This design comes from an exercise in tuning for small area, a short achievable clock period and few clock cycles on the open sky130 flow, not from production work. Where RTL was checked, it was by simulation tests only, not by an equivalence proof against the original. Power and IR drop assume default switching activity.

## job 7855
## top_arrhythmia
module top_arrhythmia #(parameter BITSIZE = 16) (
    input wire  clk,
    input wire  reset,
    input wire  [BITSIZE*10-1:0]   x,
    output wire [BITSIZE*6-1:0]    out_intermediate,
    output wire [BITSIZE*1-1:0] out_zvar,
    output wire [BITSIZE*1-1:0] out_zmean,
    output wire [BITSIZE*1-1:0] out_sampling,
    output wire [BITSIZE*6-1:0]    out_hidden_classifier,
    output wire [BITSIZE*2-1:0]    y,
    output wire done_flag_out
);
For scale: roughly 450 flip-flops, about 440 I/O pins, about 34000 um2 of cells after synthesis.
Settings: LEC_CHECK=0, ABC_CLOCK_PERIOD_IN_PS=3000, CAP_MARGIN=20, CORE_MARGIN=2, CORE_UTILIZATION=40, PLACE_DENSITY=0.6, SLEW_MARGIN=20; clock period 12.0 ns.
standard.sh (not shown) runs the stock make flow with config.mk's settings and CLKGATE_MAP_FILE= SYNTH_SCRIPT=/design/flow/synth_recipe.tcl, a recipe that flattens the netlist after the stock synthesis.
==> flow/flow/run.sh <==
#!/bin/bash
# The standard layout (standard synthesis, floorplan, placement, CTS,
# routing) with two changes to how it is made; the SDC, the synthesis and
# every other step are the standard flow's own:
#  - ORFS's setup repair aims at a shorter period than the constraint's:
#    repair_timing gets a setup margin of flow/margin ns;
#  - the port buffers that buffer_ports inserts on every input and output
#    are sky130_fd_sc_hd__buf_1 (resized later as timing needs).
set -euo pipefail
export SETUP_SLACK_MARGIN=$(cat flow/margin)
export BUFFER_PORTS_ARGS="-buffer_cell sky130_fd_sc_hd__buf_1"
bash standard.sh > flow_standard.log 2>&1
==> flow/flow/margin <==
8.1
Testbench counts of job 7855, summed over its fixed seeds: cycles 60,000.
Inputs modified between job 7855 and job 1063:
- CORE_UTILIZATION now 60, was 40
- PLACE_DENSITY now 0.8, was 0.6
- ABC_AREA now 1, previously not set
- ABC_CLOCK_PERIOD_IN_PS no longer set, was 3000
==> flow/flow/margin <==
8.3
==> run summary <==
Relative to job 7855, share of the clock period used by the worst path has gone down in job 1063.
Area of the multi-input gates was higher in job 7855 than in job 1063.
Count of clock-buffer cells in the layout, job 1063 vs job 7855: down by more than 10%
Going from job 7855 to job 1063, synthesized area divided by synthesized cell count went down by 16%, die outline area lost 29000 um2.
Between job 7855 and job 1063, the flow reports static power due to leakage increasing by more than 10%.
Job 1063: switching power share of the total is 2.9 points higher than what job 7855 reported.
Cell with the biggest individual delay on the critical path = sky130_fd_sc_hd__buf_1: job 1063; cell with the biggest individual delay on the critical path = sky130_fd_sc_hd__dfxtp_1: job 7855
Input-level comparison between job 3533 and job 1063:
- changing CORE_UTILIZATION from 60 to 40
- changing PLACE_DENSITY from 0.8 to 0.6
- setting ABC_CLOCK_PERIOD_IN_PS to 4500 for the first time
- removing ABC_AREA (formerly 1)
--- outcome ---
- Compared with job 1063, maximum achievable frequency in job 3533 increased slightly.
- | fraction of the mapped netlist area in simple logic gates | lower: job 3533 |
- The lower total via count in the routed design came out of job 3533.
- First element of the critical path = h1_4[6]: job 3533; first element of the critical path = h3_2[1]: job 1063
- The final reports for job 3533 and job 1063 show number of distinct standard cells referenced by the synthesized netlist higher in the former.
- Job 3533: area of the multi-input gates higher than job 1063
- [compare] base=job 1063 new=job 3533: area used by sequential logic in the layout saw an increase; layout clock buffer count picked up an extra about 20%.
- Job 3533 finished every stage and its layout cleared the timing, DRC and antenna checks.
Changes in job 6816 relative to job 3533:
- a deleted ABC_CLOCK_PERIOD_IN_PS that had been 4500
- an added ABC_AREA of 1
- a change of PLACE_DENSITY from 0.6 to 0.7
- a change of CORE_UTILIZATION from 40 to 50
diff --git a/flow/flow/run.sh b/flow/flow/run.sh
--- a/flow/flow/run.sh
+++ b/flow/flow/run.sh
@@ -8 +8 @@
-#    are sky130_fd_sc_hd__buf_1 (resized later as timing needs).
+#    are sky130_fd_sc_hd__buf_2 (resized later as timing needs).
@@ -11 +11 @@
-export BUFFER_PORTS_ARGS="-buffer_cell sky130_fd_sc_hd__buf_1"
+export BUFFER_PORTS_ARGS="-buffer_cell sky130_fd_sc_hd__buf_2"
## What came out
- Maximum clock rate of job 3533 is on par with job 6816.
- In the tables for job 3533 and job 6816, worst-margin pin slew reads lower with job 3533.
- Total of plain and repair buffers excluding clock buffers (job 6816 vs. job 3533) decreases by a little under 10%
- For the clock network fraction of total power, job 6816 came in 1.3 points higher than job 3533 did.
- The via count reported for job 6816 is higher than the one for job 3533.
- Going from job 3533 to job 6816, post-CTS setup buffer count decreased 2, routed metal-1 wire length decreased 3400 um, fraction of area in registers essentially unchanged.

---

== run a ==
top_arrhythmia, a different RTL version from the one above (not shown whole).
Size in the first run: roughly 4900 cells after synthesis, roughly 420 flip-flops, roughly 34000 sq um of cells after synthesis.
export LEC_CHECK = 0
export ABC_AREA = 1
export CAP_MARGIN = 20
export CORE_MARGIN = 2
export CORE_UTILIZATION = 50
export PLACE_DENSITY = 0.7
export SLEW_MARGIN = 20
create_clock -name core_clock -period 12.0 [get_ports {clk}]
==> flow/flow/run.sh <==
#!/bin/bash
# The standard layout (standard synthesis, floorplan, placement, CTS,
# routing) with two changes to how it is made; the SDC, the synthesis and
# every other step are the standard flow's own:
#  - ORFS's setup repair aims at a shorter period than the constraint's:
#    repair_timing gets a setup margin of flow/margin ns;
#  - the port buffers that buffer_ports inserts on every input and output
#    are sky130_fd_sc_hd__buf_2 (resized later as timing needs).
set -euo pipefail
export SETUP_SLACK_MARGIN=$(cat flow/margin)
export BUFFER_PORTS_ARGS="-buffer_cell sky130_fd_sc_hd__buf_2"
bash standard.sh > flow_standard.log 2>&1
==> flow/flow/margin <==
8.35
Run a closes out successfully: all stages finished, all timing, DRC and antenna checks passed.
## Diff of input files: run b against run a
diff --git a/flow/flow/run.sh b/flow/flow/run.sh
--- a/flow/flow/run.sh
+++ b/flow/flow/run.sh
@@ -8 +8 @@
-#    are sky130_fd_sc_hd__buf_2 (resized later as timing needs).
+#    are sky130_fd_sc_hd__buf_1 (resized later as timing needs).
@@ -11 +11 @@
-export BUFFER_PORTS_ARGS="-buffer_cell sky130_fd_sc_hd__buf_2"
+export BUFFER_PORTS_ARGS="-buffer_cell sky130_fd_sc_hd__buf_1"
==> flow/flow/margin <==
8.4
### Flow results
Run b has number of clock buffers in the layout above what run a had. Run b: relative contribution of combinational cells to total power is 0.3 points higher than what run a reported. NOTE: fmax in run b exceeds that of run a. Run b vs. run a: wire length went up by 1600 um; clock latency on the worst-skew pair about even; sequential share of layout area moved up; combinational power held; overall power after layout shrank by 65 uW. Between run a and run b, the worst setup slack is higher for run b.
No run of this note included a check of the RTL's function; only the layout flow was run.

---

top_arrhythmia with an RTL version that a note above also has.
Size in the first run: ~4,800 cells after synthesis, ~440 I/O pins.
clock: 12.0 ns
lec_check: 0
abc_area: 1
cap_margin: 20
core_margin: 2
core_utilization: 40
place_density: 0.6
slew_margin: 20
==> flow/flow/run.sh <==
#!/bin/bash
# The standard layout (standard synthesis, floorplan, placement, CTS,
# routing) with two changes to how it is made; the SDC, the synthesis and
# every other step are the standard flow's own:
#  - ORFS's setup repair aims at a shorter period than the constraint's:
#    repair_timing gets a setup margin of flow/margin ns;
#  - the port buffers that buffer_ports inserts on every input and output
#    are sky130_fd_sc_hd__buf_1 (resized later as timing needs).
set -euo pipefail
export SETUP_SLACK_MARGIN=$(cat flow/margin)
export BUFFER_PORTS_ARGS="-buffer_cell sky130_fd_sc_hd__buf_1"
bash standard.sh > flow_standard.log 2>&1
==> flow/flow/margin <==
8.4
The starting point passed the timing, DRC and antenna checks.
Testbench counts at the start, summed over its fixed seeds: cycles 60,000.
Then changed:
==> flow/flow/margin (replaced) <==
8.3
CORE_UTILIZATION = 50   (was 40)
PLACE_DENSITY = 0.7   (was 0.6)
Result:
- wire length falls by 4.1%
- global-route usage rises by 6.8 points
- design area falls by 3.2%
- cell count falls by 4.6%
- via count rises by 1.3%
Then changed:
ABC_AREA = default   (was 1)
ABC_CLOCK_PERIOD_IN_PS = 3000   (was default)
CORE_UTILIZATION = 40   (was 50)
PLACE_DENSITY = 0.6   (was 0.7)
After rerunning: Count of clock-buffer cells in the layout rose by 5. Total power rose by 14%. Cell area rose by 1.9%. Wire length rose by 3.4%. Core utilization fell by 10 points. Hold slack got worse by 0.0047 ns. Final cell count fell by 8.5%. Global-route usage fell by 7.3 points. Synthesized area fell by 0.46%. Sequential power is about the same. Die area rose by 24%.

-- afterwards: timing with drivers on the ports --
How much do the figures lean on ideal ports? The routed layouts below were timed once more, with nothing changed but the port constraints. Step 1, drivers: a clkbuf_16 drives clk and a buf_2 each remaining input, both assumed. Step 2, shift: input delay + t, output delay - t, t = (earliest + latest rising clock arrival at the registers) / 2. This alone moves slack from input paths to output paths. a / b / c = ideal ports / drivers / drivers and shift; a / b = the first two.
| run | t, ns | setup WS [ns] | clock arrival spread, ns |
|---|---|---|---|
| job 7855 | 0.695 | 8.035 / 7.970 / 7.512 | 0.035 / 0.035 |
| job 1063 | 0.687 | 8.222 / 8.157 / 7.727 | 0.041 / 0.042 |
| job 3533 | 0.687 | 8.274 / 8.206 / 7.739 | 0.042 / 0.042 |
| job 6816 | 0.693 | 8.276 / 8.210 / 7.656 | 0.048 / 0.048 |
| run a | 0.681 | 8.324 / 8.261 / 7.810 | 0.065 / 0.064 |
| run b | 0.667 | 8.341 / 8.315 / 7.818 | 0.078 / 0.078 |
| the first run of note 3 | 0.684 | 8.293 / 8.226 / 7.804 | 0.076 / 0.076 |
| the second run of note 3 | 0.675 | 8.284 / 8.219 / 7.695 | 0.087 / 0.087 |
| the third run of note 3 | 0.687 | 8.274 / 8.206 / 7.739 | 0.042 / 0.042 |
After both steps setup and hold are still met in every run listed. The setup slack of job 6816, which loses most, moves by -0.066 ns with the drivers and by -0.620 ns with both steps.
